This is an optimization exercise on Yosys and OpenROAD, whose aim is small area and a short achievable clock period, not a production implementation. RTL that was checked went through simulation tests only; none was proved equivalent to the original.

==> module lab4_2, before the edit <==
module lab4_2( 
              input wire      mode,
              input wire[2:0] opCode,
              input wire[3:0] value,
              input clk,
              input reset,
              output reg[9:0] result,
              output reg cacheFull,
              output reg invalidOp,
              output reg overflow);
	reg [9:0] p1;
	reg [5:0] j;
	reg       w;
	reg [5:0] size;
	reg [3:0] offset;
	reg [2:0] ops  [0:31];
	reg [3:0] vals [0:31];
	reg [2:0] op;
	reg [3:0] v;
	reg       is_setr;	 
	wire in_ok   = ~(opCode[1] & opCode[0]);
	wire load_ok = ~mode & in_ok & ~size[5];
	always @(posedge clk) begin
		if (load_ok) begin
			ops[size[4:0]]  <= opCode;
			vals[size[4:0]] <= value;
		end
	end
	wire is_add2 = ~op[2] & op[0];
	wire is_fma  = ~op[2] & op[1];
	wire [11:0] sadd = {2'b00, result} + (is_add2 ? {2'b00, p1} : 12'd0) + {8'd0, v};
	wire [10:0] a11 = {1'b0, p1};
	wire [11:0] b12 = {2'b00, result};
	reg  [10:0] rows [0:5];
	reg  [10:0] negs;
	integer k;
	reg one, two, neg, bm;
	reg [10:0] mg;
	always @(*) begin
		negs = 11'd0;
		for (k = 0; k < 6; k = k + 1) begin
			bm = (k == 0) ? 1'b0 : b12[2*k-1];
			one = b12[2*k] ^ bm;
			two = (b12[2*k+1] & ~b12[2*k] & ~bm) | (~b12[2*k+1] & b12[2*k] & bm);
			neg = b12[2*k+1];
			mg = one ? a11 : two ? {a11[9:0], 1'b0} : 11'd0;
			rows[k] = (mg ^ {11{neg}}) << (2*k);
			negs[2*k] = neg;
		end
	end
	wire [10:0] tf = rows[0] + rows[1] + rows[2] + rows[3] + rows[4] + rows[5] + negs + {7'd0, v};
	reg big;
	integer m;
	always @(*) begin
		big = 1'b0;
		for (m = 1; m < 10; m = m + 1)
			big = big | ((|(result >> m)) & (|(p1 >> (10 - m))));
	end
	reg [3:0] popc;
	integer q;
	always @(*) begin
		popc = 4'd0;
		for (q = 0; q < 10; q = q + 1) popc = popc + result[q];
	end
	wire [9:0] brev = {result[0], result[1], result[2], result[3], result[4],
	                   result[5], result[6], result[7], result[8], result[9]};
	wire [9:0] res_new = op[2] ? (op[0] ? brev : {6'd0, popc}) :
	                     is_fma ? tf[9:0] : sadd[9:0];
	wire       ovf_new = ~op[2] & (is_fma ? (big | tf[10]) : (sadd[11] | sadd[10]));
	wire [3:0] off_new = is_setr ? v : offset;
	wire [5:0] i_new = w ? {2'b00, off_new} : j;
	wire       off_lt = size[5] | ({1'b0, off_new} < size[4:0]);
	wire       j_lt   = size[5] | (j[4:0] < size[4:0]);
	wire       f_valid = w ? off_lt : j_lt;
	wire [2:0] f_op = f_valid ? ops[i_new[4:0]]  : 3'b000;
	wire [3:0] f_v  = f_valid ? vals[i_new[4:0]] : 4'b0000;
	wire [5:0] j_new = i_new + 6'd1;
	wire       w_new = w ? ({2'b00, off_new} + 6'd1 == size) : (j + 6'd1 == size);
	wire [5:0] s_inc = size + 6'd1;
	always @(posedge clk or posedge reset) begin
		if (reset) begin
			result <= 10'd0; p1 <= 10'd0; j <= 6'd1; w <= 1'b0; size <= 6'd0; offset <= 4'd0;
			cacheFull <= 1'b0; invalidOp <= 1'b0; overflow <= 1'b0;
			op <= 3'b000; v <= 4'b0000; is_setr <= 1'b0;
		end else if (~mode) begin
			overflow <= 1'b0;
			invalidOp <= ~in_ok;
			if (in_ok) begin
				if (size[5]) cacheFull <= 1'b1;
				else begin
					size <= s_inc;
					w <= (j == s_inc);
				end
			end
			if (load_ok && j[4:0] == s_inc[4:0]) begin
				op <= opCode;
				v <= value;
				is_setr <= opCode[2] & opCode[1];
			end
		end else begin
			invalidOp <= 1'b0;
			offset <= off_new;
			j <= j_new;
			w <= w_new;
			op <= f_op;
			v <= f_v;
			is_setr <= f_op[2] & f_op[1];
			if (!is_setr) begin
				result <= res_new;
				overflow <= ovf_new;
				p1 <= result;
			end
		end
	end
endmodule
make LEC_CHECK=0 CAP_MARGIN=20 CORE_MARGIN=2 CORE_UTILIZATION=40 CTS_BUF_LIST=sky130_fd_sc_hd__clkbuf_16 CTS_CLUSTER_DIAMETER=100 CTS_CLUSTER_SIZE=22 SETUP_SLACK_MARGIN=3.5 SLEW_MARGIN=20 finish   # period 8.0 ns
run.sh (not shown) runs the stock make flow with config.mk's settings and CLKGATE_MAP_FILE= SYNTH_SCRIPT=/design/flow/synth_recipe.tcl, a recipe that flattens the netlist after the stock synthesis.
Edit:
==> flow/design.v (replaced) <==
`timescale 1ns / 1ps
module lab4_2( 
              input wire      mode,
              input wire[2:0] opCode,
              input wire[3:0] value,
              input clk,
              input reset,
              output reg[9:0] result,
              output reg cacheFull,
              output reg invalidOp,
              output reg overflow);
	reg [9:0] p1;
	reg [5:0] i;
	reg [5:0] size;
	reg [3:0] offset;
	reg [2:0] ops  [0:31];
	reg [3:0] vals [0:31];
	reg [2:0] op;
	reg [3:0] v;
	wire in_ok   = ~(opCode[1] & opCode[0]);
	wire load_ok = ~mode & in_ok & ~size[5];
	always @(posedge clk) begin
		if (load_ok) begin
			ops[size[4:0]]  <= opCode;
			vals[size[4:0]] <= value;
		end
	end
	wire is_add2 = ~op[2] & op[0];
	wire is_fma  = ~op[2] & op[1];
	wire is_setr = op[2] & op[1];
	wire [11:0] sadd = {2'b00, result} + (is_add2 ? {2'b00, p1} : 12'd0) + {8'd0, v};
	wire [10:0] a11 = {1'b0, result};
	wire [11:0] b12 = {2'b00, p1};
	reg  [10:0] rows [0:5];
	reg  [10:0] negs;
	integer k;
	reg one, two, neg, bm;
	reg [10:0] mg;
	always @(*) begin
		negs = 11'd0;
		for (k = 0; k < 6; k = k + 1) begin
			bm = (k == 0) ? 1'b0 : b12[2*k-1];
			one = b12[2*k] ^ bm;
			two = (b12[2*k+1] & ~b12[2*k] & ~bm) | (~b12[2*k+1] & b12[2*k] & bm);
			neg = b12[2*k+1];
			mg = one ? a11 : two ? {a11[9:0], 1'b0} : 11'd0;
			rows[k] = (mg ^ {11{neg}}) << (2*k);
			negs[2*k] = neg;
		end
	end
	wire [10:0] tf = rows[0] + rows[1] + rows[2] + rows[3] + rows[4] + rows[5] + negs + {7'd0, v};
	reg big;
	integer m;
	always @(*) begin
		big = 1'b0;
		for (m = 1; m < 10; m = m + 1)
			big = big | ((|(result >> m)) & (|(p1 >> (10 - m))));
	end
	reg [3:0] popc;
	integer q;
	always @(*) begin
		popc = 4'd0;
		for (q = 0; q < 10; q = q + 1) popc = popc + result[q];
	end
	wire [9:0] brev = {result[0], result[1], result[2], result[3], result[4],
	                   result[5], result[6], result[7], result[8], result[9]};
	wire [9:0] res_new = op[2] ? (op[0] ? brev : {6'd0, popc}) :
	                     is_fma ? tf[9:0] : sadd[9:0];
	wire       ovf_new = ~op[2] & (is_fma ? (big | tf[10]) : (sadd[11] | sadd[10]));
	wire [3:0] off_new = is_setr ? v : offset;
	wire [5:0] i_inc = i + 6'd1;
	wire [5:0] i_new = (i_inc == size) ? {2'b00, off_new} : i_inc;
	wire       f_valid = size[5] | (i_new[4:0] < size[4:0]);
	wire [2:0] f_op = f_valid ? ops[i_new[4:0]]  : 3'b000;
	wire [3:0] f_v  = f_valid ? vals[i_new[4:0]] : 4'b0000;
	always @(posedge clk or posedge reset) begin
		if (reset) begin
			result <= 10'd0; p1 <= 10'd0; i <= 6'd0; size <= 6'd0; offset <= 4'd0;
			cacheFull <= 1'b0; invalidOp <= 1'b0; overflow <= 1'b0;
			op <= 3'b000; v <= 4'b0000;
		end else if (~mode) begin
			overflow <= 1'b0;
			invalidOp <= ~in_ok;
			if (in_ok) begin
				if (size[5]) cacheFull <= 1'b1;
				else size <= size + 6'd1;
			end
			if (load_ok && i[4:0] == size[4:0]) begin
				op <= opCode;
				v <= value;
			end
		end else begin
			invalidOp <= 1'b0;
			offset <= off_new;
			i <= i_new;
			op <= f_op;
			v <= f_v;
			if (!is_setr) begin
				result <= res_new;
				overflow <= ovf_new;
				p1 <= result;
			end
		end
	end
endmodule
Effect: Wire length increases by 8.2%; core utilization went down by 0.48 points; first-iteration DRC count climbs by 13%; via count climbs by 6.0%.
No functional check of the RTL was part of the first run of this note.

========
Another version of the RTL of lab4_2 (not shown whole).
For scale: ~23 I/O pins, about 15,000 um2 of cells after synthesis.
==> module lab4_2, before the edit <==
module lab4_2( 
              input wire      mode,
              input wire[2:0] opCode,
              input wire[3:0] value,
              input clk,
              input reset,
              output reg[9:0] result,
              output reg cacheFull,
              output reg invalidOp,
              output reg overflow);
	reg [9:0] p1;
	reg [4:1] p1_one;
	reg [4:0] p1_two;
	wire [11:0] re = {1'b0, result, 1'b0};
	wire [4:1] r_one;
	wire [4:0] r_two;
	genvar d;
	generate
		for (d = 0; d < 5; d = d + 1) begin : enc
			if (d > 0) assign r_one[d] = re[2*d+1] ^ re[2*d];
			assign r_two[d] = (re[2*d+2] & ~re[2*d+1] & ~re[2*d]) | (~re[2*d+2] & re[2*d+1] & re[2*d]);
		end
	endgenerate
	reg [5:0] j;
	reg       w;
	reg [5:0] size;
	reg [3:0] offset;
	reg [2:0] ops  [0:31];
	reg [3:0] vals [0:31];
	reg [2:0] op;
	reg [3:0] v;
	reg       is_setr;	 
	wire in_ok   = ~(opCode[1] & opCode[0]);
	wire load_ok = ~mode & in_ok & ~size[5];
	wire [31:0] wen;
	l42_wen wdec (.ld(load_ok), .sz(size[4:0]), .en(wen));
	genvar e;
	generate
		for (e = 0; e < 32; e = e + 1) begin : wr
			always @(posedge clk) begin
				if (wen[e]) begin
					ops[e]  <= opCode;
					vals[e] <= value;
				end
			end
		end
	endgenerate
	wire is_add2 = ~op[2] & op[0];
	wire is_fma  = ~op[2] & op[1];
	wire [11:0] sadd = {2'b00, result} + (is_add2 ? {2'b00, p1} : 12'd0) + {8'd0, v};
	wire [10:0] fp, fc;
	l42_mac mac (.a(result), .b(p1), .e_one(p1_one), .e_two(p1_two), .v(v), .p(fp), .c(fc));
	reg big;
	integer m;
	always @(*) begin
		big = 1'b0;
		for (m = 1; m < 10; m = m + 1)
			big = big | ((|(result >> m)) & (|(p1 >> (10 - m))));
	end
	wire [2:0] pc_lo, pc_hi;
	l42_pc5 pcl (.x(result[4:0]), .n(pc_lo));
	l42_pc5 pch (.x(result[9:5]), .n(pc_hi));
	wire [3:0] popc = pc_lo + pc_hi;
	wire [9:0] brev = {result[0], result[1], result[2], result[3], result[4],
	                   result[5], result[6], result[7], result[8], result[9]};
	wire       fsel = mode & is_fma;
	wire [9:0] oth_res = (mode & ~is_setr) ? (op[2] ? (op[0] ? brev : {6'd0, popc}) : sadd[9:0]) : result;
	wire       oth_ovf = mode & (is_setr ? overflow : (~op[2] & (sadd[11] | sadd[10])));
	wire [9:0] res_d;
	wire       ovf_d;
	l42_fin fin (.sel(fsel), .p(fp), .c(fc), .big(big), .o_res(oth_res), .o_ovf(oth_ovf), .res(res_d), .ovf(ovf_d));
	wire [3:0] off_new = is_setr ? v : offset;
	wire [5:0] i_new = w ? {2'b00, off_new} : j;
	wire       off_lt = size[5] | ({1'b0, off_new} < size[4:0]);
	wire       j_lt   = size[5] | (j[4:0] < size[4:0]);
	wire       f_valid = w ? off_lt : j_lt;
	wire [223:0] flat;
	generate
		for (e = 0; e < 32; e = e + 1) begin : rd
			assign flat[7*e +: 7] = {ops[e], vals[e]};
		end
	endgenerate
	wire [6:0] rdq;
	l42_rd rdm (.m(flat), .idx(i_new[4:0]), .q(rdq));
	wire [2:0] f_op = f_valid ? rdq[6:4] : 3'b000;
	wire [3:0] f_v  = f_valid ? rdq[3:0] : 4'b0000;
	wire [5:0] j_new = i_new + 6'd1;
	wire [5:0] s_dec = size - 6'd1;
	wire       w_new = w ? ({2'b00, off_new} == s_dec) : (j == s_dec);
	wire [5:0] s_inc = size + 6'd1;
	always @(posedge clk or posedge reset) begin
		if (reset) begin
			result <= 10'd0; overflow <= 1'b0;
		end else begin
			result <= res_d;
			overflow <= ovf_d;
		end
	end
	always @(posedge clk or posedge reset) begin
		if (reset) begin
			p1 <= 10'd0; p1_one <= 4'd0; p1_two <= 5'd0; j <= 6'd1; w <= 1'b0; size <= 6'd0; offset <= 4'd0;
			cacheFull <= 1'b0; invalidOp <= 1'b0;
			op <= 3'b000; v <= 4'b0000; is_setr <= 1'b0;
		end else if (~mode) begin
			invalidOp <= ~in_ok;
			if (in_ok) begin
				if (size[5]) cacheFull <= 1'b1;
				else begin
					size <= s_inc;
					w <= (j == s_inc);
				end
			end
			if (load_ok && j[4:0] == s_inc[4:0]) begin
				op <= opCode;
				v <= value;
				is_setr <= opCode[2] & opCode[1];
			end
		end else begin
			invalidOp <= 1'b0;
			offset <= off_new;
			j <= j_new;
			w <= w_new;
			op <= f_op;
			v <= f_v;
			is_setr <= f_op[2] & f_op[1];
			if (!is_setr) begin
				p1 <= result;
				p1_one <= r_one;
				p1_two <= r_two;
			end
		end
	end
endmodule
Settings: LEC_CHECK=0, CAP_MARGIN=20, CORE_MARGIN=2, CORE_UTILIZATION=40, CTS_BUF_LIST=sky130_fd_sc_hd__clkbuf_16, CTS_CLUSTER_DIAMETER=100, CTS_CLUSTER_SIZE=22, SETUP_SLACK_MARGIN=4.4, SLEW_MARGIN=20, SYNTH_HIERARCHICAL=1, SYNTH_MINIMUM_KEEP_SIZE=0; clock period 8.0 ns.
The starting point completed without violations.
Rerun with:
--- a/flow/design.v
+++ b/flow/design.v
@@ -30,21 +30,29 @@
 	reg [3:0] vals [0:31];
 	reg [2:0] op;
 	reg [3:0] v;
 	reg       is_setr;	 
 	wire in_ok   = ~(opCode[1] & opCode[0]);
 	wire load_ok = ~mode & in_ok & ~size[5];
+	reg       pend;
+	reg [2:0] pend_op;
+	reg [3:0] pend_v;
+	wire [4:0] pw = size[4:0] - 5'd1;
+	always @(posedge clk) begin
+		pend_op <= opCode;
+		pend_v <= value;
+	end
 	wire [31:0] wen;
-	l42_wen wdec (.ld(load_ok), .sz(size[4:0]), .en(wen));
+	l42_wen wdec (.ld(pend), .sz(pw), .en(wen));
 	genvar e;
 	generate
 		for (e = 0; e < 32; e = e + 1) begin : wr
 			always @(posedge clk) begin
 				if (wen[e]) begin
-					ops[e]  <= opCode;
-					vals[e] <= value;
+					ops[e]  <= pend_op;
+					vals[e] <= pend_v;
 				end
 			end
 		end
 	endgenerate
 	wire is_add2 = ~op[2] & op[0];
 	wire is_fma  = ~op[2] & op[1];
@@ -80,22 +88,24 @@
 		for (e = 0; e < 32; e = e + 1) begin : rd
 			assign flat[7*e +: 7] = {ops[e], vals[e]};
 		end
 	endgenerate
 	wire [6:0] rdq;
 	l42_rd rdm (.m(flat), .idx(i_new[4:0]), .q(rdq));
-	wire [2:0] f_op = f_valid ? rdq[6:4] : 3'b000;
-	wire [3:0] f_v  = f_valid ? rdq[3:0] : 4'b0000;
+	wire       f_byp = pend & (w ? ({1'b0, off_new} == pw) : (j[4:0] == pw));
+	wire [2:0] f_op = f_byp ? pend_op : f_valid ? rdq[6:4] : 3'b000;
+	wire [3:0] f_v  = f_byp ? pend_v  : f_valid ? rdq[3:0] : 4'b0000;
 	wire [5:0] j_new = i_new + 6'd1;
 	wire [5:0] s_dec = size - 6'd1;
 	wire       w_new = w ? ({2'b00, off_new} == s_dec) : (j == s_dec);
 	wire [5:0] s_inc = size + 6'd1;
 	always @(posedge clk or posedge reset) begin
 		if (reset) begin
-			result <= 10'd0; overflow <= 1'b0;
+			result <= 10'd0; overflow <= 1'b0; pend <= 1'b0;
 		end else begin
+			pend <= load_ok;
 			result <= res_d;
 			overflow <= ovf_d;
 		end
 	end
 	always @(posedge clk or posedge reset) begin
 		if (reset) begin
Result: The new run went through all stages and came out clean; register-to-register slack is about the same; worst setup slack improved by 0.0071 ns; critical path depth is higher by 2; synthesized area goes up slightly; worst hold slack is worse by 0.043 ns; design area goes up slightly; sequential share of layout area goes up by 0.23 points; die area came out higher slightly; clock-buffer cell count is unchanged.
No functional check of the RTL was part of the second run of this note.

## separate check: timing with driven ports
The results above use ideal ports. As a check the final layouts listed here were re-extracted and re-timed, cells and wires unchanged. Step 1 (the two cells are an assumption about what drives the block):
set clk [get_ports {clk}]
set_driving_cell -lib_cell sky130_fd_sc_hd__clkbuf_16 $clk
set_driving_cell -lib_cell sky130_fd_sc_hd__buf_2 [delete_from_list [all_inputs] $clk]
Step 2 adds t to the input delays and takes it off the output delays; t is the mean of the earliest and latest rising clock arrival at the registers after step 1. Input paths then give back, and output paths get back, about the clock's delay inside the block. Three values: no drivers, after step 1, after step 2; two values: the first two.
| run | shift t [ns] | slack for setup (ns) | latest minus earliest clock arrival (ns) |
|---|---|---|---|
| the first run of note 1 | 0.555 | 3.671 / 3.671 / 3.182 | 0.026 / 0.026 |
| the second run of note 1 | 0.545 | 3.711 / 3.711 / 3.279 | 0.024 / 0.024 |
| the first run of note 2 | 0.550 | 4.369 / 4.369 / 4.024 | 0.017 / 0.017 |
| the second run of note 2 | 0.557 | 4.377 / 4.377 / 3.937 | 0.034 / 0.035 |
After both steps every run listed still meets setup and hold. For the first run of note 1, which loses most, drivers alone change the setup slack by 0.000 ns; drivers and shift together by -0.489 ns.
